This is an optimization exercise on Yosys and OpenROAD, whose aim is small area, a short achievable clock period and few clock cycles, not a production implementation.
Where RTL was checked, it was by simulation tests only, not by an equivalence proof against the original.
Only the layout flow was run in runs 1 and 2; the RTL was not checked for function there.

==> design/flow/design.v <==
`timescale 1ns/1ns
module Riscv_core
    (
        input                   clk,
        input                   rst_n,
        output  [13:0]          rom_addr,    
        input   [31:0]          inst,
        output  [31:0]          dmem_addr,   
        input   [31:0]          dmem_rdata,  
        output  [31:0]          dmem_wdata,  
        output  [3:0]           dmem_wmask   
    );
    integer     k;
    reg  [31:2] pc_f;
    reg         d_valid;
    reg  [31:0] d_ir;
    reg  [31:2] d_pc;
    reg  [31:2] e_pc, e_tgt;
    reg         e_pred;      
    reg         e_next;      
    reg  [31:0] e_a, e_b, e_imm;
    reg  [4:0]  e_rd;
    reg  [2:0]  e_f3;
    reg         e_alt;       
    reg         e_use_b;     
    reg         e_wen, e_aluop, e_load, e_store, e_branch, e_jal, e_jalr;
    reg         e_lui, e_auipc, e_mul, e_div;
    reg  [31:0] m_val, m_wdata;
    reg  [4:0]  m_rd;
    reg  [2:0]  m_f3;
    reg         m_wen, m_load, m_store, m_neg;
    reg  [31:0] rf [1:31];
    wire [31:0] op2   = e_use_b ? e_b : e_imm;
    wire        sub   = e_branch | (e_aluop & ((e_use_b & e_alt & (e_f3 == 3'b000)) |
                                               (e_f3 == 3'b010) | (e_f3 == 3'b011)));
    wire [32:0] sum   = {1'b0, e_a} + {1'b0, op2 ^ {32{sub}}} + {32'd0, sub};
    wire        ltu   = ~sum[32];
    wire        lts   = (e_a[31] != op2[31]) ? e_a[31] : sum[31];
    wire        eq    = (e_a == e_b);
    wire        sh_left = ~e_f3[2];
    wire        sh_fill = e_alt & e_f3[2] & e_a[31];
    reg  [31:0] sh_v, sh_out;
    always @(*) begin
        for (k = 0; k < 32; k = k + 1) sh_v[k] = sh_left ? e_a[31-k] : e_a[k];
        if (op2[4]) sh_v = {{16{sh_fill}}, sh_v[31:16]};
        if (op2[3]) sh_v = {{8{sh_fill}},  sh_v[31:8]};
        if (op2[2]) sh_v = {{4{sh_fill}},  sh_v[31:4]};
        if (op2[1]) sh_v = {{2{sh_fill}},  sh_v[31:2]};
        if (op2[0]) sh_v = {sh_fill,       sh_v[31:1]};
        for (k = 0; k < 32; k = k + 1) sh_out[k] = sh_left ? sh_v[31-k] : sh_v[k];
    end
    reg  [31:0] alu_out;
    always @(*) begin
        case (e_f3)
            3'b000: alu_out = sum[31:0];
            3'b001: alu_out = sh_out;
            3'b010: alu_out = {31'd0, lts};
            3'b011: alu_out = {31'd0, ltu};
            3'b100: alu_out = e_a ^ op2;
            3'b101: alu_out = sh_out;
            3'b110: alu_out = e_a | op2;
            default: alu_out = e_a & op2;
        endcase
    end
    wire [31:2] pc4    = e_pc + 30'd1;
    wire        br_c   = e_f3[2] ? (e_f3[1] ? ltu : lts) : eq;
    wire        taken  = e_branch & (br_c ^ e_f3[0]);
    wire        redirect = e_jalr | (e_branch & ~e_next & (taken ^ e_pred));
    wire [31:2] redirect_pc = e_jalr ? sum[31:2] : e_pred ? pc4 : e_tgt;
    reg  [31:0] e_res;
    always @(*) begin
        if (e_jal | e_jalr)  e_res = {pc4, 2'b00};
        else if (e_lui)      e_res = e_imm;
        else if (e_auipc)    e_res = {e_tgt, 2'b00};
        else if (e_aluop)    e_res = alu_out;
        else                 e_res = sum[31:0];       
    end
    reg  [4:0]  md_cnt;
    wire        m_sa = (e_f3[1:0] == 2'b01) | (e_f3[1:0] == 2'b10);    
    wire        m_sb = (e_f3[1:0] == 2'b01);                            
    reg  [33:0] mh;            
    reg  [23:0] ml;            
    reg         mprev;         
    wire        m_last3 = (md_cnt[1:0] == 2'd3);
    wire        m_top  = m_last3 & ~m_sb & e_b[7];
    wire [41:0] m_as   = {{10{m_sa & e_a[31]}}, e_a};
    wire [8:0]  m_bits = {e_b[7:0], mprev};
    reg  [41:0] m_row [0:3];
    reg  [41:0] m_x;
    reg         m_one, m_two, m_ng;
    reg  [41:0] m_sel;
    always @(*) begin
        m_x = m_top ? {m_as[33:0], 8'd0} : 42'd0;
        for (k = 0; k < 4; k = k + 1) begin
            m_one = m_bits[2*k+1] ^ m_bits[2*k];
            m_two = (m_bits[2*k+2] & ~m_bits[2*k+1] & ~m_bits[2*k]) |
                    (~m_bits[2*k+2] & m_bits[2*k+1] & m_bits[2*k]);
            m_ng  = m_bits[2*k+2];
            m_sel = ({42{m_one}} & m_as) | ({42{m_two}} & {m_as[40:0], 1'b0});
            m_row[k] = (m_sel ^ {42{m_ng}}) << (2 * k);
            m_x[2*k] = m_ng;
        end
    end
    wire [41:0] m_hin  = {{8{mh[33]}}, mh};
    wire [41:0] m_s1 = m_hin ^ m_row[0] ^ m_row[1];
    wire [41:0] m_c1 = {(m_hin[40:0] & m_row[0][40:0]) | (m_hin[40:0] & m_row[1][40:0]) |
                        (m_row[0][40:0] & m_row[1][40:0]), 1'b0};
    wire [41:0] m_s2 = m_row[2] ^ m_row[3] ^ m_x;
    wire [41:0] m_c2 = {(m_row[2][40:0] & m_row[3][40:0]) | (m_row[2][40:0] & m_x[40:0]) |
                        (m_row[3][40:0] & m_x[40:0]), 1'b0};
    wire [41:0] m_s3 = m_s1 ^ m_c1 ^ m_s2;
    wire [41:0] m_c3 = {(m_s1[40:0] & m_c1[40:0]) | (m_s1[40:0] & m_s2[40:0]) |
                        (m_c1[40:0] & m_s2[40:0]), 1'b0};
    wire [41:0] m_s4 = m_s3 ^ m_c3 ^ m_c2;
    wire [41:0] m_c4 = {(m_s3[40:0] & m_c3[40:0]) | (m_s3[40:0] & m_c2[40:0]) |
                        (m_c3[40:0] & m_c2[40:0]), 1'b0};
    wire [41:0] m_sum  = m_s4 + m_c4;
    wire        m_rest = (e_b[31:7] == 25'd0) | (m_sb & (e_b[31:7] == {25{1'b1}}));
    wire        mul_end = m_last3 | m_rest;
    wire [63:0] m_ext = {{22{m_sum[41]}}, m_sum};
    reg  [63:0] m_p;
    always @(*) begin
        case (md_cnt[1:0])
            2'd0:    m_p = m_ext;
            2'd1:    m_p = {m_ext[55:0], ml[23:16]};
            2'd2:    m_p = {m_ext[47:0], ml[23:8]};
            default: m_p = {m_ext[39:0], ml};
        endcase
    end
    wire [31:0] mul_out = (e_f3[1:0] == 2'b00) ? m_p[31:0] : m_p[63:32];
    wire        d_signed = ~e_f3[0];
    wire        d_na  = d_signed & e_a[31];
    wire        d_nb  = d_signed & e_b[31];
    wire        d_bz  = (e_b == 32'd0);
    wire [31:0] d_ca  = d_na ? ~e_a : e_a;
    wire [31:0] d_cb  = d_nb ? ~e_b : e_b;
    wire [5:0]  d_lza, d_lzb;
    Lzc32 u_lza (.v(d_ca), .lz(d_lza));
    Lzc32 u_lzb (.v(d_cb), .lz(d_lzb));
    wire [6:0]  d_nq  = {1'b0, d_lzb} - {1'b0, d_lza} + (d_na ? 7'd2 : 7'd1);
    wire [4:0]  d_n   = (d_bz | (~d_nq[6] & (d_nq[5:0] > 6'd32))) ? 5'd16 :
                        d_nq[6] ? 5'd0 : (d_nq[5:0] + 6'd1) >> 1;
    reg  [31:0] d_r, d_q;
    reg  [4:0]  d_left;
    wire [31:0] d_ua  = d_na ? -e_a : e_a;
    wire [63:0] d_rot = {d_ua, d_ua} >> {d_n[3:0], 1'b0};
    reg  [31:0] d_r0, d_q0;
    always @(*) begin
        for (k = 0; k < 32; k = k + 1) begin
            d_r0[k] = (k < 32 - 2 * d_n) ? d_rot[k] : 1'b0;
            d_q0[k] = (k < 32 - 2 * d_n) ? 1'b0 : d_rot[k];
        end
    end
    wire [32:0] d_nd = d_nb ? {1'b1, e_b} : {1'b1, ~e_b};
    reg  [31:0] d_r1, d_q1;
    reg  [32:0] d_t, d_diff;
    always @(*) begin
        d_r1 = d_r;
        d_q1 = d_q;
        for (k = 0; k < 2; k = k + 1) begin
            d_t    = {d_r1, d_q1[31]};
            d_diff = d_t + d_nd + {32'd0, ~d_nb};
            d_q1   = {d_q1[30:0], ~d_diff[32]};
            d_r1   = d_diff[32] ? d_t[31:0] : d_diff[31:0];
        end
    end
    wire        d_last  = (d_left == 5'd0);
    wire [31:0] div_out = e_f3[1] ? (d_last ? d_r : d_r1) : (d_last ? d_q : d_q1);
    wire        div_neg = e_f3[1] ? d_na : ((d_na ^ d_nb) & ~d_bz);
    wire        d_c0 = (md_cnt == 5'd0);
    wire        e_done = ~(e_mul | e_div) | (e_mul & mul_end) |
                         (e_div & ~d_c0 & (d_left <= 5'd1));
    always @(posedge clk or negedge rst_n) begin
        if (!rst_n)
            md_cnt <= 5'd0;
        else if (e_done)
            md_cnt <= 5'd0;
        else
            md_cnt <= md_cnt + 5'd1;
    end
    wire        m_go = e_mul & ~e_done;
    always @(posedge clk) begin
        mh    <= m_go ? m_sum[41:8] : 34'd0;
        ml    <= {m_sum[7:0], ml[23:8]};
        mprev <= m_go & e_b[7];
        if (d_c0) begin
            d_r    <= d_r0;
            d_q    <= d_q0;
            d_left <= d_n;
        end else begin
            d_r    <= d_r1;
            d_q    <= d_q1;
            d_left <= d_left - 5'd1;
        end
    end
    assign dmem_addr  = m_val;
    assign dmem_wdata = m_wdata;
    reg  [3:0]  wmask;
    always @(*) begin
        case (m_f3[1:0])
            2'b00:   wmask = 4'b0001 << m_val[1:0];
            2'b01:   wmask = m_val[1] ? 4'b1100 : 4'b0011;
            default: wmask = 4'b1111;
        endcase
    end
    assign dmem_wmask = m_store ? wmask : 4'b0000;
    reg  [7:0]  ld_b;
    reg  [15:0] ld_h;
    reg  [31:0] ld_data;
    always @(*) begin
        case (m_val[1:0])
            2'b00: ld_b = dmem_rdata[7:0];
            2'b01: ld_b = dmem_rdata[15:8];
            2'b10: ld_b = dmem_rdata[23:16];
            default: ld_b = dmem_rdata[31:24];
        endcase
        ld_h = m_val[1] ? dmem_rdata[31:16] : dmem_rdata[15:0];
        case (m_f3[1:0])
            2'b00:   ld_data = {{24{~m_f3[2] & ld_b[7]}}, ld_b};
            2'b01:   ld_data = {{16{~m_f3[2] & ld_h[15]}}, ld_h};
            default: ld_data = dmem_rdata;
        endcase
    end
    wire [31:0] wb = m_load ? ld_data : m_neg ? -m_val : m_val;
    always @(posedge clk) begin
        if (m_wen)
            rf[m_rd] <= wb;
    end
    always @(posedge clk or negedge rst_n) begin
        if (!rst_n) begin
            m_wen   <= 1'b0;
            m_load  <= 1'b0;
            m_store <= 1'b0;
        end else begin
            m_wen   <= e_done & e_wen;
            m_load  <= e_done & e_load;
            m_store <= e_done & e_store;
        end
    end
    always @(posedge clk) begin
        m_val   <= e_mul ? mul_out : e_div ? div_out : e_res;
        m_neg   <= e_div & div_neg;
        m_rd    <= e_rd;
        m_f3    <= e_f3;
        case (e_f3[1:0])
            2'b00:   m_wdata <= {4{e_b[7:0]}};
            2'b01:   m_wdata <= {2{e_b[15:0]}};
            default: m_wdata <= e_b;
        endcase
    end
    wire [6:0]  op   = d_ir[6:0];
    wire [4:0]  rs1  = d_ir[19:15];
    wire [4:0]  rs2  = d_ir[24:20];
    wire [4:0]  rd   = d_ir[11:7];
    wire        d_r_type  = (op == 7'b0110011);
    wire        d_i_alu   = (op == 7'b0010011);
    wire        d_ld      = (op == 7'b0000011);
    wire        d_st      = (op == 7'b0100011);
    wire        d_br      = (op == 7'b1100011);
    wire        d_jal     = (op == 7'b1101111);
    wire        d_jalr    = (op == 7'b1100111);
    wire        d_lui     = (op == 7'b0110111);
    wire        d_auipc   = (op == 7'b0010111);
    wire        d_m       = d_r_type & d_ir[25];
    reg  [31:0] d_imm;
    always @(*) begin
        if (d_st)
            d_imm = {{20{d_ir[31]}}, d_ir[31:25], d_ir[11:7]};
        else if (d_br)
            d_imm = {{20{d_ir[31]}}, d_ir[7], d_ir[30:25], d_ir[11:8], 1'b0};
        else if (d_jal)
            d_imm = {{12{d_ir[31]}}, d_ir[19:12], d_ir[20], d_ir[30:21], 1'b0};
        else if (d_lui | d_auipc)
            d_imm = {d_ir[31:12], 12'd0};
        else
            d_imm = {{20{d_ir[31]}}, d_ir[31:20]};
    end
    wire        use1 = ~(d_lui | d_auipc | d_jal);
    wire        use2 = d_r_type | d_st | d_br;
    wire        e_late = e_load | e_mul | e_div;
    wire        hazard = d_valid & e_wen & e_late &
                         ((use1 & (rs1 == e_rd)) | (use2 & (rs2 == e_rd)));
    reg  [31:0] rf1, rf2;
    always @(*) begin
        rf1 = 32'd0;
        rf2 = 32'd0;
        for (k = 1; k < 32; k = k + 1) begin
            rf1 = rf1 | ({32{rs1 == k}} & rf[k]);
            rf2 = rf2 | ({32{rs2 == k}} & rf[k]);
        end
    end
    wire        fe1 = e_wen & (e_rd == rs1);
    wire        fe2 = e_wen & (e_rd == rs2);
    wire        fm1 = m_wen & (m_rd == rs1);
    wire        fm2 = m_wen & (m_rd == rs2);
    wire [31:0] rv1 = (rs1 == 5'd0) ? 32'd0 : fe1 ? e_res : fm1 ? wb : rf1;
    wire [31:0] rv2 = (rs2 == 5'd0) ? 32'd0 : fe2 ? e_res : fm2 ? wb : rf2;
    wire        go   = e_done & ~redirect & ~hazard;    
    wire        take = go & d_valid;
    wire [31:2] d_tgt  = d_pc + d_imm[31:2];
    wire        d_next = (d_imm == 32'd4);
    wire        d_pred = d_br & d_imm[31];
    assign rom_addr = pc_f[15:2];
    wire        f_jal  = (inst[6:0] == 7'b1101111);
    wire        f_bb   = (inst[6:0] == 7'b1100011) & inst[31];
    wire [31:2] f_imm  = f_jal ? {{12{inst[31]}}, inst[19:12], inst[20], inst[30:22]} :
                                 {{20{inst[31]}}, inst[7], inst[30:25], inst[11:9]};
    wire [31:2] f_tgt  = pc_f + f_imm;
    always @(posedge clk or negedge rst_n) begin
        if (!rst_n) begin
            pc_f     <= 30'd0;
            d_valid  <= 1'b0;
            e_wen    <= 1'b0;
            e_aluop  <= 1'b0;
            e_load   <= 1'b0;
            e_store  <= 1'b0;
            e_branch <= 1'b0;
            e_jal    <= 1'b0;
            e_jalr   <= 1'b0;
            e_lui    <= 1'b0;
            e_auipc  <= 1'b0;
            e_mul    <= 1'b0;
            e_div    <= 1'b0;
        end else if (e_done) begin
            if (redirect) begin
                pc_f    <= redirect_pc;
                d_valid <= 1'b0;
            end else if (~hazard) begin
                pc_f    <= (f_jal | f_bb) ? f_tgt : pc_f + 30'd1;
                d_valid <= 1'b1;
            end
            e_wen    <= take & (rd != 5'd0) &
                        (d_r_type | d_i_alu | d_ld | d_jal | d_jalr | d_lui | d_auipc);
            e_aluop  <= take & ((d_r_type & ~d_ir[25]) | d_i_alu);
            e_load   <= take & d_ld;
            e_store  <= take & d_st;
            e_branch <= take & d_br;
            e_jal    <= take & d_jal;
            e_jalr   <= take & d_jalr;
            e_lui    <= take & d_lui;
            e_auipc  <= take & d_auipc;
            e_mul    <= take & d_m & ~d_ir[14];
            e_div    <= take & d_m & d_ir[14];
        end
    end
    always @(posedge clk) begin
        if (go) begin
            d_ir <= inst;
            d_pc <= pc_f;
        end
        e_pc    <= d_pc;
        e_tgt   <= d_tgt;
        e_pred  <= d_pred;
        e_next  <= d_next;
        e_imm   <= d_imm;
        e_alt   <= d_ir[30];
        e_use_b <= d_r_type | d_br;
        if (e_done) begin
            e_a     <= rv1;
            e_b     <= rv2;
            e_rd    <= rd;
            e_f3    <= d_ir[14:12];
        end else if (e_mul) begin
            e_b     <= {{8{m_sb & e_b[31]}}, e_b[31:8]};
        end
    end
endmodule
module Lzc32
    (
        input  [31:0] v,
        output [5:0]  lz
    );
    wire        z16 = ~|v[31:16];
    wire [15:0] v16 = z16 ? v[15:0] : v[31:16];
    wire        z8  = ~|v16[15:8];
    wire [7:0]  v8  = z8 ? v16[7:0] : v16[15:8];
    wire        z4  = ~|v8[7:4];
    wire [3:0]  v4  = z4 ? v8[3:0] : v8[7:4];
    wire        z2  = ~|v4[3:2];
    wire [1:0]  v2  = z2 ? v4[1:0] : v4[3:2];
    wire        z1  = ~v2[1];
    assign lz = (z16 & z8 & z4 & z2 & ~v2[1] & ~v2[0]) ? 6'd32 : {1'b0, z16, z8, z4, z2, z1};
endmodule
==> design/flow/flow/run.sh <==
#!/bin/bash
# Standard layout, with the timing repair aiming for a setup margin and
# ordinary buffers (not delay cells) on the ports.
cp standard.sh standard_sh.txt
cp config.mk config_mk_my.txt
echo "export SETUP_SLACK_MARGIN = 17" >> config.mk
echo "export BUFFER_PORTS_ARGS = -buffer_cell sky130_fd_sc_hd__buf_4" >> config.mk
bash standard.sh > standard.log 2>&1
==> design/flow/standard.sh <==
#!/bin/bash
# synth_recipe.tcl (not shown) runs the flow's synth.tcl, then flattens the netlist and writes it again
# the make line also repeats each setting of config.mk as NAME=value (left out here)
make -C /OpenROAD-flow-scripts/flow DESIGN_CONFIG=/design/flow/config.mk WORK_HOME=/design/flow/orfs CLKGATE_MAP_FILE= SYNTH_SCRIPT=/design/flow/synth_recipe.tcl "${@:-finish}"
==> design/flow/config.mk <==
export PLATFORM = sky130hd
export DESIGN_NAME = Riscv_core
export DESIGN_NICKNAME = Riscv_core
export VERILOG_FILES = /design/flow/design.v
export SDC_FILE = /design/flow/constraint.sdc
export NUM_CORES = 8
export LEC_CHECK = 0
export ABC_AREA = 1
export CAP_MARGIN = 30
export CORE_MARGIN = 2
export CORE_UTILIZATION = 45
export CTS_BUF_LIST = sky130_fd_sc_hd__clkbuf_8
export CTS_CLUSTER_SIZE = 24
export PLACE_DENSITY = 0.6
export SLEW_MARGIN = 20
export SETUP_SLACK_MARGIN = 17
export BUFFER_PORTS_ARGS = -buffer_cell sky130_fd_sc_hd__buf_4
==> design/flow/constraint.sdc <==
create_clock -name core_clock -period 24.0 [get_ports {clk}]
set_input_delay 4.8000 -clock core_clock [delete_from_list [all_inputs] [get_ports {clk}]]
set_output_delay 4.8000 -clock core_clock [all_outputs]
set_load 0.01 [all_outputs]
==> impl_metrics.ini, run 1 <==
[logic_synthesis]
leading_post_synthesis_cells_by_cell_area = edfxtp_1, nand2_1, dfxtp_1, inv_1, o21ai_0
post-synth-top-area-cell = edfxtp_1
synth.avg_cell_area_um2 = 8.25
synth_seq_cells = 1473
synth_edf_count = 1126
synth.yosys.warnings = 2
ys_types = 74
area_share_of_the_largest_cell_type_after_synthesis_pct = 35.9
post_synth_instance_area_um2 = 94200
synth_ff_type = edfxtp_1
synthesis.nets = 11900
syn-instance-count = 11400
ys_seq_area_share_pct = 43.5
synth-async-reset-ratio_pct = 3.39

[timing]
rsz0062_at_grt = true
timing.final.ws_setup_ps = 17050
slew_viol_final = 0
finalHoldViolCount = 0
setup_tns_ps = 0
final.period_utilization_pct = 29.0
timing_worst_slew_pin_value_ps = 1220
timing.final.crit_period_ps = 6950
finalSetupViolations = 0
finClkSkew_ps = 155
fmaxAchievable_mhz = 144
timing.slew.headroom_pct = 18.4

[global_routing]
grt_antenna_before_repair = 54
maximum_number_of_pins_on_one_net_before_global_route_repair = 88
global_route.usage.total_pct = 46.0
overflow = 0
vias_in_the_first_global_route = 89500
grt_pass1_wl_um = 688000

[floorplanning]
design.core.area_um2 = 208000
overall_die_area_um2 = 213000
die-height_um = 462
die_width_um = 462
rows = 167
start_util_pct = 45.4
design.portCount = 148

[worst_setup_path]
worst_setup_path_class = reg2out
worst-path-max-fanout = 5
critPathLaunchType = flop
cp_top_family = flip-flops
worst-r2r-cell-count = 38
worstPathBufferInverterCount = 3
cp.depth = 5
path_cells = inv_4, ha_4, inv_1, a21oi_2, buf_4
cpPeakStageDelay_ps = 460
critical-path-slowest-cell = dfxtp_4
cp_data_arrival_time_ps = 2150
cp.required_ps = 19200
crit_path_end_kind = output port

[clocking]
cts_made_buffers = 280
clock_pin_slew_of_the_registers_on_the_worst_case_setup_and_hold_paths_ps = 60
cts.path.max_buffers = 4
cts_tree = done
root_driver = clkbuf_8
cts_htree_levels = 5
cts.sinks = 1473
clk-insertion-delay-late_ps = 1070

[placed_design]
numPortBuffers = 147
preCtsSetupSlack_ps = 15430
gpl.final_weighted_congestion = 1.11
dp_hpwl_um = 364000

[layout]
area_delta_synth_final_pct = 15.5
final_layout_size_suffix_gt1_share_pct = 13.2
area_of_all_sequential_standard_cells_um2 = 41000
leading_cell_type_in_the_layout_fill_and_taps_excluded = nand2_1
finish.net_count = 12300
multiInputGateArea_um2 = 48500
fillCellCount = 19900
finalCoreUtilization_pct = 52.4
final_cell_mix = nand2_1, inv_1, edfxtp_1

[route]
routed_via_density = 6.51
wire_per_inst_um = 34.2
detail-route-antenna-nets = 0
finalWirelength_um = 507000
drc_errors = 0
total_vias_in_the_final_route = 96300
initialDrtViolationCount = 15500
drt_first_pass_iters = 7

[worst_hold_path]
timing.hold.worst.class = reg2reg
whs_path_depth = 0

[run]
maxCapViolations = 0

[status]
status = timing/DRC/antenna clean
==> path summary, 6_finish.rpt <==
| path | start | end | slack (ps) |
|---|---|---|---|
| setup reg to reg | e_f3[0] | d_r[15] | 17050 |
| max in group asynchronous | rst_n | e_lui | 19270 |
| hold / removal | ml[15] | ml[7] | 360 |
| setup / recovery | m_val[1] | dmem_wmask[0] | 17050 |
| min in group asynchronous | rst_n | md_cnt[1] | 3710 |
| hold reg to reg | ml[15] | ml[7] | 360 |
==> flip-flops by register name, summed over array words and instances, names as in the netlist, 32 cells and up <==
name / flops
rf: 992
mh: 34
d_ir: 32
d_q: 32
d_r: 32
e_a: 32
e_b: 32
e_imm: 32
m_val: 32
m_wdata: 32
==> what timing repair did <==
| item | 4_1_cts | 5_1_grt |
|---|---|---|
| cloned | 6 | 10 |
| endpoints found under the setup margin | 214 | 203 |
| gates resized for setup | 161 | 355 |
| hold buffers | 0 | 0 |
| setup buffers | 46 | 80 |
| pin swaps | 16 | 86 |
| endpoints found under the hold margin | 0 | 0 |
==> logic make-up (layout without fill, tap and decap cells) <==
family,count (synthesis),count (layout),share of synthesized area [%]
AO/OA/AOI/OAI,2535,2535,16.7
XOR/XNOR,465,465,4.37
adder cells (fa/ha/maj),445,445,7.09
buffers and inverters,1901,2476,7.79
flip-flops,1473,1473,43.5
multiplexers,12,12,0.127
other,0,19,0
AND/OR/NAND/NOR,4588,4594,20.4
==> final cells by class <==
cell class                      count  area share (%)
Inverter                         1344            4.75
Timing Repair Buffer              664            5.10
Clock buffer                      294            3.72
Timing Repair inverter              2         0.00920
Multi-Input combinational cell   8051            44.5
Antenna cell                       19          0.0437
Tap cell                         2788            3.20
Sequential cell                  1473            37.7
Clock inverter                    172           0.943
==> cell usage after synthesis (all sizes together), types with 74 or more instances <==
cell and number:
fa 148, a221oi 216, nand4 142, xnor2 96
edfxtp 1126, clkbuf 431, o21ai 882, o211ai 123
nand2 2659, buf 126, dfxtp 297, nand3 805
o22ai 325, a211oi 74, inv 1325, nor2 768
xor2 369, ha 297, a21oi 492
==> worst reg2reg max path, delay by kind of cell, from the launching register on <==
kind,cells,cell delay (ps)
AOI/OAI and AO/OA,1,470
buffers and inverters,12,2070
and+or+nand+nor,20,2690
adders and majority gates,3,890
DFF,1,410
xor gates and xnor gates,2,340
==> stage by stage <==
| step | cell area, um2 | hold slack, ps | std cells |
|---|---|---|---|
| 2_1_floorplan | 94300 | 343 | 11400 |
| 3_3_place_gp | 99700 | 356 | 14100 |
| 3_5_place_dp | 100000 | 358 | 14200 |
| 4_1_cts | 106000 | 359 | 14700 |
| 5_1_grt | 109000 | 363 | 14800 |
| 6_report | 109000 | 363 | 14800 |
==> routing by layer <==
layer  track usage [%]  vias up  wire length [um]
li1                  -    40400                 -
met1              56.4    46000            182000
met2              65.5     7892            206000
met3              18.1     2022             73100
met4              32.9       38             45000
met5              1.13        -               595
==> run 2, diff against run 1 <==
--- a/design/flow/design.v
+++ b/design/flow/design.v
@@ -20,2 +20,3 @@
     reg         e_next;      
+    reg         e_skip;      
     reg  [31:0] e_a, e_b, e_imm;
@@ -67,3 +68,5 @@
     wire        taken  = e_branch & (br_c ^ e_f3[0]);
-    wire        redirect = e_jalr | (e_branch & ~e_next & (taken ^ e_pred));
+    wire        d_fp;
+    wire        kill   = taken & e_skip & ~d_fp;
+    wire        redirect = e_jalr | (e_branch & ~e_next & ~kill & (taken ^ e_pred));
     wire [31:2] redirect_pc = e_jalr ? sum[31:2] : e_pred ? pc4 : e_tgt;
@@ -280,3 +283,3 @@
     wire        e_late = e_load | e_mul | e_div;
-    wire        hazard = d_valid & e_wen & e_late &
+    wire        hazard = d_valid & ~kill & e_wen & e_late &
                          ((use1 & (rs1 == e_rd)) | (use2 & (rs2 == e_rd)));
@@ -298,3 +301,3 @@
     wire        go   = e_done & ~redirect & ~hazard;    
-    wire        take = go & d_valid;
+    wire        take = go & d_valid & ~kill;
     wire [31:2] d_tgt  = d_pc + d_imm[31:2];
@@ -302,2 +305,3 @@
     wire        d_pred = d_br & d_imm[31];
+    assign      d_fp   = d_valid & (d_jal | d_pred);
     assign rom_addr = pc_f[15:2];
@@ -354,2 +358,3 @@
         e_next  <= d_next;
+        e_skip  <= (d_imm == 32'd8);
         e_imm   <= d_imm;
--- a/design/flow/config.mk
+++ b/design/flow/config.mk
@@ -11,4 +11,2 @@
 export CORE_UTILIZATION = 45
-export CTS_BUF_LIST = sky130_fd_sc_hd__clkbuf_8
-export CTS_CLUSTER_SIZE = 24
 export PLACE_DENSITY = 0.6
==> run 2 against run 1 <==
  * Global-route usage is 3.2 points lower
  * Clock skew is 81 ps lower
  * Register-to-register slack better by 50 ps
  * Non-clock buffer count increased by 25
  * Cell count is 3.2% lower
  * Hold slack gained 8.5 ps
  * Synthesized cell count down 2.3%
  * Sequential cell count up 1
  * Sequential share of layout area is 0.095 points higher
  * Utilization grew 0.20 points
  * Largest cell class unchanged
==> impl_metrics.ini, run 2 <==
[logic_synthesis]
yosys.cell_count.top_type = nand2_1
synth.avg_cell_area_um2 = 8.36
synth.yosys.warnings = 2
leading_post_synthesis_cells_by_cell_area = edfxtp_1, nand2_1, dfxtp_1, inv_1, o21ai_0
syn-instance-count = 11200
synth-async-reset-ratio_pct = 3.39
synth_edf_count = 1126
synth_ff_type = edfxtp_1
area_share_of_the_largest_cell_type_after_synthesis_pct = 36.3
synthesis.nets = 11700
post-synth-top-area-cell = edfxtp_1
synth_seq_cells = 1474
post_synth_instance_area_um2 = 93300
ys_types = 76
ys_seq_area_share_pct = 44.0
synthTopCellsByCount = nand2_1, inv_1, edfxtp_1

[clocking]
cts.path.max_buffers = 3
root_driver = clkbuf_16
cts_tree = done
cts_made_buffers = 166
clock_pin_slew_of_the_registers_on_the_worst_case_setup_and_hold_paths_ps = 60
cts.sinks = 1474
cts_htree_levels = 4
clk-insertion-delay-late_ps = 900

[timing]
final.period_utilization_pct = 30.3
setup_tns_ps = 0
finalHoldViolCount = 0
timing.final.crit_period_ps = 7270
timing_worst_slew_pin_value_ps = 1230
finalSetupViolations = 0
timing.slew.headroom_pct = 18.0
timing.final.ws_setup_ps = 16730
rsz0062_at_grt = true
fmaxAchievable_mhz = 137
slew_viol_final = 0
finClkSkew_ps = 73.9

[layout]
finish.net_count = 12000
regMostFlops = rf
leading_cell_type_in_the_layout_fill_and_taps_excluded = nand2_1
final_layout_size_suffix_gt1_share_pct = 13.0
area_delta_synth_final_pct = 16.5
final_cell_mix = nand2_1, inv_1, edfxtp_1
flip_flop_count_of_the_largest_register_after_layout = 992
top_regs = rf: 992 flops, mh: 34 flops

[placed_design]
preCtsSetupSlack_ps = 14480
numPortBuffers = 147
gpl.final_weighted_congestion = 1.05
dp_hpwl_um = 336000

[route]
routed_via_density = 6.43
detail-route-antenna-nets = 0
total_vias_in_the_final_route = 92100
drt_first_pass_iters = 9
wire_per_inst_um = 32.6
initialDrtViolationCount = 14900
finalWirelength_um = 468000
drc_errors = 0

[floorplanning]
start_util_pct = 45.2
rows = 167
design.core.area_um2 = 206000
design.portCount = 148
die_width_um = 459
overall_die_area_um2 = 211000
die-height_um = 459

[worst_setup_path]
cp_top_family = compound AO/OA/AOI/OAI gates
critical-path-slowest-cell = nor4_4
cp_data_arrival_time_ps = 8060
worst-path-max-fanout = 7
critPathLaunchType = input pin
cpPeakStageDelay_ps = 270
cp.required_ps = 24780
cp.depth = 26
worst-r2r-cell-count = 50
worstPathBufferInverterCount = 6
crit_path_end_kind = flop
worst_setup_path_class = in2reg

[global_routing]
vias_in_the_first_global_route = 84600
grt_antenna_before_repair = 37
grt_pass1_wl_um = 641000
global_route.usage.total_pct = 42.8
overflow = 0
maximum_number_of_pins_on_one_net_before_global_route_repair = 92

[worst_hold_path]
timing.hold.worst.class = reg2reg
whs_path_depth = 0

[run]
maxCapViolations = 0

[status]
status = timing/DRC/antenna clean
[run 2: cell count changes after synthesis, sizes merged, moves of 17 or more]
cell	change
a2111oi	+20
a211oi	-33
clkbuf	+17
nand2	-88
nand3	-234
nand4	+17
nor2	-47
o21ai	+85
[run 2: path summary, 6_finish.rpt]
path                          from        to  slack (ps)
setup / recovery           inst[1]  pc_f[30]       16730
hold reg to reg             ml[13]     ml[5]         370
max in group asynchronous    rst_n  pc_f[22]       19500
min in group asynchronous    rst_n   e_auipc        3870
hold / removal              ml[13]     ml[5]         370
setup reg to reg           e_f3[0]    d_r[9]       17100
[run 2: routing by layer]
layer	GRT usage (%)	vias to the layer above	routed length, um
met2	61.9	6887	194000
met3	12.1	1690	58400
li1	-	39400	-
met5	0	-	241
met1	55.0	44100	175000
met4	30.2	40	39900
[run 2: through the flow]
| step | cells | utilization (%) | hold slack (ps) | area (um2) |
|---|---|---|---|---|
| floorplan | 11200 | - | 343 | 93400 |
| detailed placement | 13800 | 47.9 | 360 | 98800 |
| global route | 14300 | 52.6 | 376 | 109000 |
| CTS | 14200 | 51.3 | 369 | 106000 |
| global placement | 13800 | 47.7 | 357 | 98500 |
| finish | 14300 | 52.6 | 371 | 109000 |
[run 2: kinds of logic after synthesis]
family	share of synthesized area, %
fa+ha+maj	7.16
compound gates	17.5
mux	0.268
flops	44.0
xor+xnor	4.38
simple gates	18.9
buf+inv	7.81
[run 2: final cells by class]
type	count	area, um2
antenna	18	45.0
clock buffer	212	4560
sequential	1474	41000
timing repair buffer	689	5980
timing repair inverter	7	46.3
inverter	1332	5170
clock inverter	93	1100
fill	19200	97800
tap	2704	3380
multi-input combinational	7801	47300
[run 2: timing repair]
item	4_1_cts	5_1_grt
endpoints found under the setup margin	234	221
hold buffers	0	0
pin swaps	46	138
resized for setup	198	348
cloned	12	14
buffers inserted	70	101
==> run 3, diff against run 2 <==
--- a/design/flow/design.v
+++ b/design/flow/design.v
@@ -17,3 +17,3 @@
     reg  [31:2] d_pc;
-    reg  [31:2] e_pc, e_tgt;
+    reg  [31:2] e_pc;
     reg         e_pred;      
@@ -66,2 +66,3 @@
     wire [31:2] pc4    = e_pc + 30'd1;
+    wire [31:2] e_tgt  = e_pc + e_imm[31:2];
     wire        br_c   = e_f3[2] ? (e_f3[1] ? ltu : lts) : eq;
@@ -302,3 +303,2 @@
     wire        take = go & d_valid & ~kill;
-    wire [31:2] d_tgt  = d_pc + d_imm[31:2];
     wire        d_next = (d_imm == 32'd4);
@@ -355,3 +355,2 @@
         e_pc    <= d_pc;
-        e_tgt   <= d_tgt;
         e_pred  <= d_pred;
--- a/design/flow/config.mk
+++ b/design/flow/config.mk
@@ -11,2 +11,4 @@
 export CORE_UTILIZATION = 45
+export CTS_BUF_LIST = sky130_fd_sc_hd__clkbuf_8
+export CTS_CLUSTER_SIZE = 24
 export PLACE_DENSITY = 0.6
==> run 3 against run 2 <==
  * Clock skew rose by 72 ps
  * Global-route usage grew 2.5 points
  * Non-clock buffer count grew 30
  * Via count rose by 1.3%
  * First-iteration DRC count rose by 1.4%
  * Largest cell class unchanged
  * Highest routed layer unchanged
==> impl_metrics.ini, run 3 <==
[status]
status = timing/DRC/antenna clean

[clocking]
cts_tree = done
cts.path.max_buffers = 4
cts_htree_levels = 5
cts_made_buffers = 278
cts_hold_repair.buffers = 0
cts.sinks = 1444
clk-insertion-delay-late_ps = 1090
root_driver = clkbuf_8
clock_pin_slew_of_the_registers_on_the_worst_case_setup_and_hold_paths_ps = 80

[logic_synthesis]
synth.yosys.warnings = 2
ys_types = 78
synth.avg_cell_area_um2 = 8.36
post_synth_instance_area_um2 = 92500
syn-instance-count = 11100
synth_ff_type = edfxtp_1
post-synth-top-area-cell = edfxtp_1
synthesis.nets = 11600
synth_edf_count = 1126
synth_seq_cells = 1444
synthTopCellsByCount = nand2_1, inv_1, edfxtp_1
yosys.cell_count.top_type = nand2_1
ys_seq_area_share_pct = 43.7
area_share_of_the_largest_cell_type_after_synthesis_pct = 36.6
leading_post_synthesis_cells_by_cell_area = edfxtp_1, nand2_1, dfxtp_1, inv_1, o21ai_0
synth-async-reset-ratio_pct = 3.46

[timing]
slew_viol_final = 0
fmaxAchievable_mhz = 143
final.period_utilization_pct = 29.1
timing.slew.headroom_pct = 19.4
fin_worst_hold_slack_ps = 281
timing.final.ws_setup_ps = 17030
rsz0062_at_grt = true
finalSetupViolations = 0
timing.final.crit_period_ps = 6970
setup_tns_ps = 0
finClkSkew_ps = 146
timing_worst_slew_pin_value_ps = 1210
finalHoldViolCount = 0

[layout]
flip_flop_count_of_the_largest_register_after_layout = 992
area_delta_synth_final_pct = 16.1
fillCellCount = 19500
leading_cell_type_in_the_layout_fill_and_taps_excluded = nand2_1
top_regs = rf: 992 flops, mh: 34 flops
multiInputGateArea_um2 = 47000
final_cell_count_no_fill = 14400
regMostFlops = rf
finish.net_count = 12000
area_of_all_sequential_standard_cells_um2 = 40400
final_cell_mix = nand2_1, inv_1, edfxtp_1
final_layout_size_suffix_gt1_share_pct = 14.0

[floorplanning]
rows = 166
design.core.area_um2 = 204000
start_util_pct = 45.2
overall_die_area_um2 = 209000
design.portCount = 148
die_width_um = 457
die-height_um = 457

[placed_design]
numPortBuffers = 147
dp_hpwl_um = 348000
dp_cells = 13700
gpl.final_weighted_congestion = 1.04
preCtsSetupSlack_ps = 15180

[worst_setup_path]
endpoint = dmem_wmask[3]
cp_data_arrival_time_ps = 2170
critPathLaunchType = flop
worst-r2r-cell-count = 16
crit_path_end_kind = output port
worst_setup_path_class = reg2out
cp.required_ps = 19200
rr_startpoint = d_ir[23]
reg2reg_to = e_b[14]
r2r_slack_ps = 17040
worst-path-max-fanout = 3
worst_setup_path_startpoint = m_f3[0]

[route]
total_vias_in_the_final_route = 93200
finalWirelength_um = 494000
drt_first_pass_iters = 7
initialDrtViolationCount = 15100
detail-route-antenna-nets = 0
routed_via_density = 6.48
drc_errors = 0
wire_per_inst_um = 34.3

[global_routing]
vias_in_the_first_global_route = 86800
grt_pass1_wl_um = 669000
global_route.usage.total_pct = 45.3
overflow = 0
maximum_number_of_pins_on_one_net_before_global_route_repair = 84
grt_antenna_before_repair = 42

[worst_hold_path]
timing.hold.worst.class = reg2reg

[run]
maxCapViolations = 0
## run 3: cell count changes after synthesis, moves of 17 or more
| cell | previous run | this run |
|---|---|---|
| o221ai_1 | 59 | 76 |
| o21ai_1 | 86 | 105 |
| xor2_1 | 367 | 346 |
| nand4_1 | 159 | 135 |
| nand2_1 | 2559 | 2481 |
| o21ai_0 | 875 | 910 |
| dfxtp_1 | 298 | 268 |
| nand3_1 | 571 | 474 |
| xnor2_1 | 86 | 110 |
| nor2_1 | 717 | 700 |
| a21oi_1 | 489 | 516 |
## run 3: cells by family (layout without fill, tap and decap cells)
kind of cell             count (synthesis)  count (layout)  synth area share [%]
multiplexers                            24              24                 0.260
flip-flops                            1444            1444                  43.7
adder cells (fa/ha/maj)                445             445                  7.22
AND/OR/NAND/NOR                       4048            4053                  18.2
XOR/XNOR                               463             463                  4.44
other                                    0              21                     0
buffers and inverters                 1922            2541                  8.01
AO/OA/AOI/OAI                         2719            2719                  18.2
## run 3: routing by layer
layer | GRT usage, % | wire length (um) | share of wire (%)
met3 | 15.4 | 64900 | 13
met4 | 34.0 | 44700 | 9.0
met2 | 66.9 | 209000 | 42
met5 | 0 | 212 | 0.043
met1 | 54.6 | 176000 | 36
## run 3: how the worst min path moves through the flow
stage | startpoint | to | cells after the start
3_5_place_dp | d_pc[6] | e_pc[6] | 0
3_3_place_gp | d_pc[15] | e_pc[15] | 0
4_1_cts | ml[10] | ml[2] | 0
6_report | ml[10] | ml[2] | 0
2_1_floorplan | d_pc[10] | e_pc[10] | 0
5_1_grt | ml[10] | ml[2] | 0
## run 3: area by class of cell
class | count | area share (%)
Sequential cell | 1444 | 37.7
Timing Repair Buffer | 719 | 5.83
Antenna cell | 21 | 0.0490
Timing Repair inverter | 5 | 0.0443
Tap cell | 2688 | 3.13
Multi-Input combinational cell | 7704 | 43.8
Inverter | 1358 | 4.90
Clock buffer | 292 | 3.75
Clock inverter | 167 | 0.822
## run 3: repair_timing
action / CTS / global route
gates cloned: 8 / 16
hold endpoints to repair: 0 / 0
pin swaps: 30 / 100
endpoints found under the setup margin: 225 / 224
gates resized for setup: 175 / 362
setup buffers: 69 / 97
## run 3: per-stage QoR
step / instance area [um2] / utilization, %
after floorplan: 92600 / -
after global placement: 97800 / 47.9
after detailed placement: 98100 / 48.0
after CTS: 105000 / 51.2
after global routing: 107000 / 52.5
final: 107000 / 52.5
## run 3: worst max-delay path: stages, from the launching register on
cell and delay, ps:
dfxtp_4 450, nand2_1 110, nor2_1 130, inv_1 70, nand2_1 100, nor2_1 80
buf_4 150
Testbench counts of run 3, summed over its fixed seeds: cycles 35,921.
==> run 4, diff against run 3 <==
--- a/design/flow/config.mk
+++ b/design/flow/config.mk
@@ -10,6 +10,6 @@
 export CORE_MARGIN = 2
-export CORE_UTILIZATION = 45
+export CORE_UTILIZATION = 40
 export CTS_BUF_LIST = sky130_fd_sc_hd__clkbuf_8
 export CTS_CLUSTER_SIZE = 24
-export PLACE_DENSITY = 0.6
+export PLACE_DENSITY = 0.5
 export SLEW_MARGIN = 20
==> run 4 against run 3 <==
  * Synthesized cell count unchanged
  * First-iteration DRC count down 11%
  * Wire length up 2.6%
  * Via count down 1.3%
  * Utilization down 5.6 points
  * Non-clock buffer count down 25
  * Critical endpoint is now dmem_wmask[1]
  * Global-route usage down 4.1 points
  * Die area up 12%
  * Design area up 0.57%
==> impl_metrics.ini, run 4 <==
[worst_setup_path]
critPathLaunchType = flop
cpPeakStageDelay_ps = 400
worstPathBufferInverterCount = 3
cp_data_arrival_time_ps = 2210
worst_setup_path_class = reg2out
cp_top_family = buffers and inverters
worst-path-max-fanout = 6
rr_startpoint = e_f3[0]
crit_path_end_kind = output port
worst_setup_path_startpoint = m_val[1]
r2r_slack_ps = 17130
cp.required_ps = 19200
path_cells = inv_2, ha_2, inv_1, a21oi_1, buf_4
critical-path-slowest-cell = dfxtp_4

[clocking]
cts_htree_levels = 5
clk-insertion-delay-late_ps = 1070
cts_made_buffers = 285
cts.sinks = 1444
root_driver = clkbuf_8
clock_pin_slew_of_the_registers_on_the_worst_case_setup_and_hold_paths_ps = 60
cts.path.max_buffers = 4
cts_tree = done

[logic_synthesis]
synth.yosys.warnings = 2
yosys.cell_count.top_type = nand2_1
synth_edf_count = 1126
area_share_of_the_largest_cell_type_after_synthesis_pct = 36.6
synth_seq_cells = 1444
synthTopCellsByCount = nand2_1, inv_1, edfxtp_1
ys_seq_area_share_pct = 43.7
post_synth_instance_area_um2 = 92500
synth-async-reset-ratio_pct = 3.46
leading_post_synthesis_cells_by_cell_area = edfxtp_1, nand2_1, dfxtp_1, inv_1, o21ai_0
syn-instance-count = 11100
ys_types = 78
synth_ff_type = edfxtp_1
synth.avg_cell_area_um2 = 8.36
post-synth-top-area-cell = edfxtp_1
synthesis.nets = 11600

[timing]
timing_worst_slew_pin_value_ps = 1140
setup_tns_ps = 0
finalHoldViolCount = 0
rsz0062_at_grt = true
final.period_utilization_pct = 29.2
slew_viol_final = 0
fmaxAchievable_mhz = 143
finalSetupViolations = 0
timing.slew.headroom_pct = 23.4
timing.final.crit_period_ps = 7010
timing.final.ws_setup_ps = 16990
finClkSkew_ps = 138

[layout]
multiInputGateArea_um2 = 46800
area_delta_synth_final_pct = 16.7
fillCellCount = 22700
finish.net_count = 12000
regMostFlops = rf
top_regs = rf: 992 flops, mh: 34 flops
final_layout_size_suffix_gt1_share_pct = 13.9
leading_cell_type_in_the_layout_fill_and_taps_excluded = nand2_1
area_of_all_sequential_standard_cells_um2 = 40400
final_cell_mix = nand2_1, inv_1, edfxtp_1
flip_flop_count_of_the_largest_register_after_layout = 992

[worst_hold_path]
timing.hold.worst.class = reg2reg
hold_path.startpoint = ml[11]

[global_routing]
grt_antenna_before_repair = 38
maximum_number_of_pins_on_one_net_before_global_route_repair = 101
global_route.usage.total_pct = 41.2
overflow = 0
vias_in_the_first_global_route = 85100
grt_pass1_wl_um = 683000

[route]
routed_via_density = 6.25
detail-route-antenna-nets = 0
initialDrtViolationCount = 13500
drc_errors = 0
wire_per_inst_um = 34.4
drt_first_pass_iters = 6
finalWirelength_um = 507000
total_vias_in_the_final_route = 92100

[run]
maxCapViolations = 0

[placed_design]
dp_hpwl_um = 366000
numPortBuffers = 147
gpl.final_weighted_congestion = 1.03
preCtsSetupSlack_ps = 15290

[floorplanning]
die_width_um = 485
die-height_um = 485
design.core.area_um2 = 230000
start_util_pct = 40.2
design.portCount = 148
overall_die_area_um2 = 235000
rows = 176

[status]
status = timing/DRC/antenna clean
run 4: path summary, 6_finish.rpt:
| path | endpoint | cells after the start |
|---|---|---|
| min in group asynchronous | pc_f[16] | 1 |
| max | dmem_wmask[1] | 5 |
| min | ml[3] | 0 |
| max reg2reg | d_r[2] | 45 |
| max in group asynchronous | e_load | 1 |
| min reg2reg | ml[3] | 0 |
run 4: cell type report:
type / instances / area share (%)
multi-input combinational: 7705 / 43.4
sequential: 1444 / 37.5
timing repair buffer: 694 / 5.74
inverter: 1358 / 4.88
clock buffer: 306 / 3.90
tap: 3026 / 3.51
clock inverter: 178 / 0.986
antenna: 21 / 0.0487
timing repair inverter: 7 / 0.0429
run 4: per-layer routing:
layer,wire length [um],global-route usage (%),part of all wire (%),vias to the layer above
met5,108,0,0.021,-
met4,41300,26.9,8.2,16
met3,52000,9.24,10,1514
met2,220000,63.2,43,6202
met1,193000,52.2,38,45000
li1,-,-,-,39300
run 4: cell families after synthesis:
family / Yosys count / synth area share, %
flops: 1444 / 43.7
simple gates: 4048 / 18.2
buf+inv: 1922 / 8.01
mux: 24 / 0.260
xor+xnor: 463 / 4.44
fa+ha+maj: 445 / 7.22
compound gates: 2719 / 18.2
run 4: through the flow:
step           instance area (um2)  hold slack (ps)  instances  util, %
2_1_floorplan                92600              323      11100        -
3_3_place_gp                 98300              324      14000     42.8
3_5_place_dp                 98500              327      14000     42.9
4_1_cts                     105000              264      14600     45.8
5_1_grt                     108000              285      14700     46.9
6_report                    108000              269      14700     46.9
run 4: timing repair:
action                                 in CTS  in global routing
hold buffers                                0                  0
gates cloned                               14                 18
resized for setup                         191                352
setup endpoints to repair                 222                223
buffers inserted                           58                 84
endpoints found under the hold margin       0                  0
pin swaps                                  27                134
==> run 5, diff against run 4 <==
--- a/design/flow/config.mk
+++ b/design/flow/config.mk
@@ -13,3 +13,3 @@
 export CTS_CLUSTER_SIZE = 24
-export PLACE_DENSITY = 0.5
+export PLACE_DENSITY = 0.7
 export SLEW_MARGIN = 20
==> run 5 against run 4 <==
  * The layout now fails its checks (capacitance limit, slew limit)
  * Sequential share of layout area down 0.15 points
  * Utilization increased by 0.19 points
  * Area after synthesis unchanged
  * Maximum frequency decreased by 4.4%
  * Synthesized cell count unchanged
  * Global-route usage fell by 4.6 points
  * Cell count up 0.10%
  * Worst setup slack got worse by 320 ps
  * Highest routed layer unchanged
==> impl_metrics.ini, run 5 <==
[timing]
slew_viol_final = 3
finalHoldViolCount = 0
finClkSkew_ps = 141
fin_worst_hold_slack_ps = 278
timing.slew.headroom_pct = -26.9
timing.final.ws_setup_ps = 16670
setup_tns_ps = 0
timing_worst_slew_pin_value_ps = 1880
timing.final.crit_period_ps = 7330
finalSetupViolations = 0
rsz0062_at_grt = true
final.period_utilization_pct = 30.5
fmaxAchievable_mhz = 136

[route]
initialDrtViolationCount = 17500
drc_errors = 0
total_vias_in_the_final_route = 94200
detail-route-antenna-nets = 0
wire_per_inst_um = 31.1
routed_via_density = 6.38
finalWirelength_um = 459000
drt_first_pass_iters = 10

[status]
failed_checks = capacitance limit, slew limit
status = failed layout checks

[clocking]
cts.sinks = 1444
clk-insertion-delay-late_ps = 1130
root_driver = clkbuf_8
cts_hold_repair.buffers = 0
cts_made_buffers = 236
cts_htree_levels = 4
cts_tree = done
cts.path.max_buffers = 3
clock_pin_slew_of_the_registers_on_the_worst_case_setup_and_hold_paths_ps = 70

[floorplanning]
overall_die_area_um2 = 235000
design.core.area_um2 = 230000
rows = 176
start_util_pct = 40.2
die_width_um = 485
die-height_um = 485
design.portCount = 148

[placed_design]
dp_cells = 14000
dp_hpwl_um = 317000
gpl.final_weighted_congestion = 1.08
preCtsSetupSlack_ps = 14970
numPortBuffers = 147

[worst_hold_path]
timing.hold.worst.class = reg2reg

[layout]
leading_cell_type_in_the_layout_fill_and_taps_excluded = nand2_1
area_delta_synth_final_pct = 17.2
flip_flop_count_of_the_largest_register_after_layout = 992
final_cell_count_no_fill = 14800
finish.net_count = 12000
top_regs = rf: 992 flops, mh: 34 flops
final_layout_size_suffix_gt1_share_pct = 14.4
regMostFlops = rf
area_of_all_sequential_standard_cells_um2 = 40400
fillCellCount = 22100
multiInputGateArea_um2 = 47000
final_cell_mix = nand2_1, inv_1, edfxtp_1

[logic_synthesis]
yosys.cell_count.top_type = nand2_1
ys_seq_area_share_pct = 43.7
synth-async-reset-ratio_pct = 3.46
syn-instance-count = 11100
leading_post_synthesis_cells_by_cell_area = edfxtp_1, nand2_1, dfxtp_1, inv_1, o21ai_0
post-synth-top-area-cell = edfxtp_1
synth_seq_cells = 1444
synth_edf_count = 1126
synth_ff_type = edfxtp_1
ys_types = 78
synth.avg_cell_area_um2 = 8.36
post_synth_instance_area_um2 = 92500
synth.yosys.warnings = 2
synthTopCellsByCount = nand2_1, inv_1, edfxtp_1
area_share_of_the_largest_cell_type_after_synthesis_pct = 36.6
synthesis.nets = 11600

[global_routing]
grt_antenna_before_repair = 35
grt_pass1_wl_um = 621000
maximum_number_of_pins_on_one_net_before_global_route_repair = 96
overflow = 0
vias_in_the_first_global_route = 84300
global_route.usage.total_pct = 36.6

[worst_setup_path]
worst-path-max-fanout = 2
worst_setup_path_class = reg2out
critPathLaunchType = flop
cp_data_arrival_time_ps = 2530
crit_path_end_kind = output port
cp.required_ps = 19200

[run]
maxCapViolations = 1
==> run 5: changes by cell type in the layout (fill, tap and decap cells not counted), moves of 8 or more <==
cell and change:
nand2_2 +8, clkbuf_8 -57, o21ai_0 -12, buf_4 +44
clkinv_1 -18, clkinv_16 +9, buf_12 +14, inv_1 +10
o21ai_4 +9
==> run 5: stage by stage <==
stage          cell area [um2]  utilization (%)
6_report                108000             47.1
5_1_grt                 108000             47.1
4_1_cts                 105000             45.7
3_5_place_dp             98400             42.8
3_3_place_gp             98100             42.7
2_1_floorplan            92600                -
==> run 5: cells by family after synthesis <==
| family | count (synthesis) | synth area share (%) |
|---|---|---|
| simple gates | 4048 | 18.2 |
| compound gates | 2719 | 18.2 |
| buf+inv | 1922 | 8.01 |
| flops | 1444 | 43.7 |
| xor+xnor | 463 | 4.44 |
| fa+ha+maj | 445 | 7.22 |
| mux | 24 | 0.260 |
==> run 5: cell type report <==
class                           instances  share of cell area [%]
Tap cell                             3026                    3.49
Clock buffer                          247                    3.14
Sequential cell                      1444                    37.3
Timing Repair inverter                  8                  0.0543
Antenna cell                           21                  0.0485
Timing Repair Buffer                  758                    6.25
Clock inverter                        186                    1.43
Multi-Input combinational cell       7706                    43.4
Inverter                             1358                    4.86
==> run 5: final timing paths <==
kind	startpoint	to	slack (ps)	cells after the start
setup / recovery	m_f3[1]	dmem_wmask[2]	16670	8
hold / removal	ml[10]	ml[2]	280	0
setup reg to reg	m_f3[0]	e_a[17]	16810	50
hold reg to reg	ml[10]	ml[2]	280	0
max in group asynchronous	rst_n	m_store	19510	1
min in group asynchronous	rst_n	pc_f[12]	3810	1
==> run 5: timing repair <==
item	4_1_cts	5_1_grt
gates cloned	11	19
gates resized for setup	181	433
pin swaps	34	150
setup endpoints to repair	225	360
buffers inserted	115	126
==> run 5: critical path, stage by stage (launching register included) <==
cell and delay, ps:
dfxtp_4 440, clkinvlp_4 150, nand2_4 110, nor2_4 50, inv_2 60, nand2_2 70
a21oi_2 190, buf_6 220, buf_6 130
==> run 5: layer usage <==
layer  vias to the layer above  routed length, um  track usage (%)
met1                     43800             155000             44.1
met2                      8630             184000             52.3
met3                      2358              73300             14.5
met5                         -                533            0.388
met4                        36              46500             28.1
li1                      39300                  -                -
==> run 6, diff against run 5 <==
--- a/design/flow/config.mk
+++ b/design/flow/config.mk
@@ -13,3 +13,3 @@
 export CTS_CLUSTER_SIZE = 24
-export PLACE_DENSITY = 0.7
+export PLACE_DENSITY = 0.55
 export SLEW_MARGIN = 20
==> run 6 against run 5 <==
  * The run now finishes clean
  * Sequential cell count did not move
  * Clock skew fell by 38 ps
  * Cell count rose by 0.31%
  * Maximum frequency rose by 5.5%
  * First-iteration DRC count fell by 23%
  * Critical path type unchanged
  * Highest routed layer unchanged
==> impl_metrics.ini, run 6 <==
[layout]
fillCellCount = 22500
finish.net_count = 12100
final_layout_size_suffix_gt1_share_pct = 14.4
area_delta_synth_final_pct = 17.0
leading_cell_type_in_the_layout_fill_and_taps_excluded = nand2_1
area_of_all_sequential_standard_cells_um2 = 40400
regMostFlops = rf
multiInputGateArea_um2 = 47000
final_cell_mix = nand2_1, inv_1, edfxtp_1
top_regs = rf: 992 flops, mh: 34 flops
flip_flop_count_of_the_largest_register_after_layout = 992

[clocking]
clock_pin_slew_of_the_registers_on_the_worst_case_setup_and_hold_paths_ps = 80
cts.sinks = 1444
clk-insertion-delay-late_ps = 1100
cts_htree_levels = 5
root_driver = clkbuf_8
cts.path.max_buffers = 4
cts_tree = done
cts_made_buffers = 285

[floorplanning]
design.core.area_um2 = 230000
die_width_um = 485
overall_die_area_um2 = 235000
rows = 176
design.portCount = 148
die-height_um = 485
start_util_pct = 40.2

[worst_setup_path]
cp_data_arrival_time_ps = 2150
worst_setup_path_class = reg2out
critical-path-slowest-cell = dfxtp_4
critPathLaunchType = flop
crit_path_end_kind = output port
cpPeakStageDelay_ps = 390
worst-path-max-fanout = 4
worstPathBufferInverterCount = 3
path_cells = clkinvlp_4, nand2_4, nor2_1, inv_1, nand2_2, a21oi_2, buf_4
cp_top_family = flip-flops
cp.required_ps = 19200

[global_routing]
grt_pass1_wl_um = 680000
global_route.usage.total_pct = 40.9
vias_in_the_first_global_route = 87000
overflow = 0
grt_antenna_before_repair = 35
maximum_number_of_pins_on_one_net_before_global_route_repair = 93

[placed_design]
preCtsSetupSlack_ps = 14900
gpl.final_weighted_congestion = 1.03
dp_hpwl_um = 354000
numPortBuffers = 147

[route]
drt_first_pass_iters = 11
wire_per_inst_um = 34.1
drc_errors = 0
detail-route-antenna-nets = 0
routed_via_density = 6.29
initialDrtViolationCount = 13500
finalWirelength_um = 504000
total_vias_in_the_final_route = 93100

[logic_synthesis]
synth.yosys.warnings = 2
synthTopCellsByCount = nand2_1, inv_1, edfxtp_1
leading_post_synthesis_cells_by_cell_area = edfxtp_1, nand2_1, dfxtp_1, inv_1, o21ai_0
synth_edf_count = 1126
post_synth_instance_area_um2 = 92500
syn-instance-count = 11100
area_share_of_the_largest_cell_type_after_synthesis_pct = 36.6
synth-async-reset-ratio_pct = 3.46
yosys.cell_count.top_type = nand2_1
ys_types = 78
ys_seq_area_share_pct = 43.7
post-synth-top-area-cell = edfxtp_1
synth_ff_type = edfxtp_1
synth.avg_cell_area_um2 = 8.36
synthesis.nets = 11600
synth_seq_cells = 1444

[timing]
timing.final.ws_setup_ps = 17050
fin_worst_hold_slack_ps = 335
slew_viol_final = 0
timing.final.crit_period_ps = 6950
fmaxAchievable_mhz = 144
finalHoldViolCount = 0
timing_worst_slew_pin_value_ps = 1170
final.period_utilization_pct = 29.0
setup_tns_ps = 0
finalSetupViolations = 0
rsz0062_at_grt = true
finClkSkew_ps = 103
timing.slew.headroom_pct = 21.6

[status]
status = timing/DRC/antenna clean

[run]
maxCapViolations = 0

[worst_hold_path]
timing.hold.worst.class = reg2reg
run 6: area by class of cell:
| cell class | count | area share [%] |
|---|---|---|
| sequential | 1444 | 37.4 |
| timing repair inverter | 7 | 0.0451 |
| multi-input combinational | 7705 | 43.4 |
| timing repair buffer | 760 | 6.10 |
| clock buffer | 304 | 3.87 |
| antenna | 16 | 0.0370 |
| tap | 3026 | 3.50 |
| clock inverter | 180 | 0.819 |
| inverter | 1358 | 4.86 |
run 6: per-stage QoR:
stage	utilization, %	instance area [um2]	std cells
floorplan	-	92600	11100
global placement	42.8	98300	14000
detailed placement	42.9	98700	14100
CTS	45.9	105000	14600
global route	47.1	108000	14800
finish	47.1	108000	14800
run 6: kinds of logic after synthesis:
family | Yosys count | synth area share, %
adders and majority gates | 445 | 7.22
xor gates and xnor gates | 463 | 4.44
buffers and inverters | 1922 | 8.01
DFF | 1444 | 43.7
AOI/OAI and AO/OA | 2719 | 18.2
and+or+nand+nor | 4048 | 18.2
muxes | 24 | 0.260
run 6: worst paths after layout:
check / startpoint / to / slack [ps] / cells after the start
worst min-delay path: ml[10] / ml[2] / 330 / 0
min in group asynchronous: rst_n / pc_f[14] / 3610 / 1
worst max register to register: e_f3[0] / d_r[12] / 17160 / 42
max in group asynchronous: rst_n / md_cnt[0] / 19760 / 2
worst min register to register: ml[10] / ml[2] / 330 / 0
worst max-delay path: m_f3[1] / dmem_wmask[2] / 17050 / 7
run 6: per-layer routing:
metal	GRT usage, %	vias up	wire length, um
met4	29.1	29	44500
li1	-	39400	-
met3	12.5	1759	62100
met2	61.4	6877	215000
met5	0.510	-	351
met1	50.0	45000	183000
run 6: timing repair:
action / in CTS / in global routing
pin swaps: 38 / 108
buffers inserted: 83 / 112
endpoints found under the setup margin: 221 / 226
cloned: 10 / 21
hold buffers: 0 / 0
gates resized for setup: 210 / 315
==> run 7, diff against run 6 <==
--- a/design/flow/config.mk
+++ b/design/flow/config.mk
@@ -15,2 +15,3 @@
 export SLEW_MARGIN = 20
+export TNS_END_PERCENT = 10
 export SETUP_SLACK_MARGIN = 17
==> run 7 against run 6 <==
  * Still clean
  * Sequential cell count is the same
  * Clock-buffer cell count stayed put
  * Utilization up 0.053 points
  * Critical path depth fell by 2
  * Non-clock buffer count fell by 2
  * Sequential share of layout area shrank 0.050 points
  * Register-to-register slack worse by 150 ps
  * Global-route usage up 0.087 points
  * Critical path type unchanged
  * Largest cell class unchanged
==> impl_metrics.ini, run 7 <==
[clocking]
clock_pin_slew_of_the_registers_on_the_worst_case_setup_and_hold_paths_ps = 50
cts_made_buffers = 287
cts_htree_levels = 5
root_driver = clkbuf_8
cts.sinks = 1444
cts_tree = done

[route]
drc_errors = 0
total_vias_in_the_final_route = 93100
initialDrtViolationCount = 13200
finalWirelength_um = 504000
wire_per_inst_um = 34.0
drt_first_pass_iters = 8
detail-route-antenna-nets = 0

[layout]
final_layout_size_suffix_gt1_share_pct = 14.2
top_regs = rf: 992 flops, mh: 34 flops
finalCoreUtilization_pct = 47.1
final_cell_count_no_fill = 14800
fillCellCount = 22800
leading_cell_type_in_the_layout_fill_and_taps_excluded = nand2_1
flip_flop_count_of_the_largest_register_after_layout = 992
finish.net_count = 12100

[logic_synthesis]
synth_seq_cells = 1444
yosys.cell_count.top_type = nand2_1
synthTopCellsByCount = nand2_1, inv_1, edfxtp_1
ys_types = 78
synth.yosys.warnings = 2
synth.avg_cell_area_um2 = 8.36
leading_post_synthesis_cells_by_cell_area = edfxtp_1, nand2_1, dfxtp_1, inv_1, o21ai_0
post_synth_instance_area_um2 = 92500
ys_seq_area_share_pct = 43.7
synth_ff_type = edfxtp_1
synthesis.nets = 11600
area_share_of_the_largest_cell_type_after_synthesis_pct = 36.6

[worst_setup_path]
r2r_slack_ps = 17010
critical-path-slowest-cell = dfxtp_2
critPathMostFrequentCell = inv_1
path_cells = inv_1, ha_1, inv_1, a21oi_1, buf_4
crit_path_end_kind = output port
worst-path-max-fanout = 6
worst_setup_path_class = reg2out
cp_data_arrival_time_ps = 2300
reg2reg_to = pc_f[17]
endpoint = dmem_wmask[2]
critPathLaunchType = flop
worst-r2r-cell-count = 39

[run]
maxCapViolations = 0

[timing]
finClkSkew_ps = 159
fin_worst_hold_slack_ps = 307
rsz0062_at_grt = true
timing.final.crit_period_ps = 7100
fmaxAchievable_mhz = 141
finalSetupViolations = 0
timing.slew.headroom_pct = 17.0
slew_viol_final = 0

[global_routing]
vias_in_the_first_global_route = 86900
grt_antenna_before_repair = 39
global_route.usage.total_pct = 41.0
maximum_number_of_pins_on_one_net_before_global_route_repair = 82
grt_pass1_wl_um = 682000
overflow = 0

[floorplanning]
design.portCount = 148
die_width_um = 485
overall_die_area_um2 = 235000
start_util_pct = 40.2

[placed_design]
numPortBuffers = 147
dp_hpwl_um = 358000

[worst_hold_path]
timing.hold.worst.class = reg2reg

[status]
status = timing/DRC/antenna clean
[run 7: cell count changes in the layout (fill, tap and decap cells not counted), sizes merged]
cell / previous run / this run
nand2: 2511 / 2513
clkbuf: 326 / 316
bufbuf: 1 / 3
diode: 16 / 20
dlymetal6s2s: 0 / 1
bufinv: 4 / 17
inv: 1400 / 1393
clkinv: 109 / 110
buf: 735 / 740
[run 7: how the worst min path moves through the flow]
stage | startpoint | endpoint | slack [ps] | cells past startpoint
2_1_floorplan | d_pc[10] | e_pc[10] | 320 | 0
3_3_place_gp | d_pc[25] | e_pc[25] | 320 | 0
3_5_place_dp | d_pc[4] | e_pc[4] | 330 | 0
4_1_cts | d_pc[5] | e_pc[5] | 320 | 0
5_1_grt | d_pc[5] | e_pc[5] | 320 | 0
6_report | d_pc[5] | e_pc[5] | 310 | 0
[run 7: worst max-delay path: cells and delay by family (launching register included)]
kind	cells	cell delay [ps]
compound gates	1	90
fa+ha+maj	1	300
buf+inv	3	460
flops	1	430
[run 7: cell type report]
type / count / area [um2] / area share [%]
clock inverter: 186 / 1250 / 1.15
timing repair inverter: 8 / 72.6 / 0.0670
tap: 3026 / 3790 / 3.49
sequential: 1444 / 40400 / 37.3
timing repair buffer: 758 / 6490 / 5.99
antenna: 20 / 50.0 / 0.0462
inverter: 1358 / 5270 / 4.87
clock buffer: 304 / 4180 / 3.86
multi-input combinational: 7707 / 46800 / 43.2
[run 7: cell families after synthesis]
kind of cell | after synthesis | synth area share (%)
compound gates | 2719 | 18.2
buf+inv | 1922 | 8.01
xor+xnor | 463 | 4.44
flops | 1444 | 43.7
simple gates | 4048 | 18.2
fa+ha+maj | 445 | 7.22
mux | 24 | 0.260
[run 7: metrics by stage]
stage               area, um2  setup slack, ps
finish                 108000            16900
CTS                    106000            16830
global route           108000            16720
detailed placement      98700            14970
global placement        98400            14850
floorplan               92600            16220
[run 7: layer usage]
metal | routed length [um] | GRT usage (%) | vias up
met2 | 217000 | 62.0 | 6887
li1 | - | - | 39400
met3 | 59900 | 11.8 | 1765
met5 | 278 | 0 | -
met4 | 43900 | 29.8 | 30
met1 | 183000 | 50.0 | 44900
[run 7: what timing repair did]
action / 4_1_cts / 5_1_grt
setup buffers: 59 / 133
endpoints found under the setup margin: 229 / 222
gates resized for setup: 161 / 312
gates cloned: 10 / 19
pin swaps: 20 / 93

separate check: timing with driven ports:
No port has a modelled driver above. Below, the same layouts with a new extraction and two added sets of constraints. Step 1, drivers: a clkbuf_16 drives clk and a buf_2 each remaining input, both assumed. Step 2 adds t to the input delays and takes it off the output delays; t is the mean of the earliest and latest rising clock arrival at the registers after step 1. Input paths then give back, and output paths get back, about the clock's delay inside the block. Three values: ideal ports, drivers, drivers and shift; two values: the first two.
| run | t, ns | setup slack, ns | worst setup path after step 2 | clock arrival spread, ns | slew at the worst register clock pin (ns) |
|---|---|---|---|---|---|
| run 1 | 1.092 | 17.051 / 16.953 / 16.048 | input to register | 0.156 / 0.155 | 0.07 / 0.07 |
| run 2 | 0.954 | 16.726 / 16.768 / 15.814 | input to register | 0.074 / 0.074 | 0.07 / 0.07 |
| run 3 | 1.118 | 17.027 / 16.926 / 16.006 | input to register | 0.148 / 0.148 | 0.08 / 0.08 |
| run 4 | 1.089 | 16.993 / 16.901 / 15.981 | input to register | 0.141 / 0.141 | 0.07 / 0.07 |
| run 5 | 1.147 | 16.671 / 16.576 / 15.975 | input to register | 0.145 / 0.145 | 0.09 / 0.09 |
| run 6 | 1.146 | 17.052 / 16.961 / 15.994 | input to register | 0.110 / 0.111 | 0.08 / 0.08 |
| run 7 | 1.139 | 16.896 / 16.806 / 15.825 | input to register | 0.165 / 0.165 | 0.07 / 0.07 |
The setup slack of run 7, which loses most, moves by -0.090 ns with the drivers and by -1.071 ns with both steps.
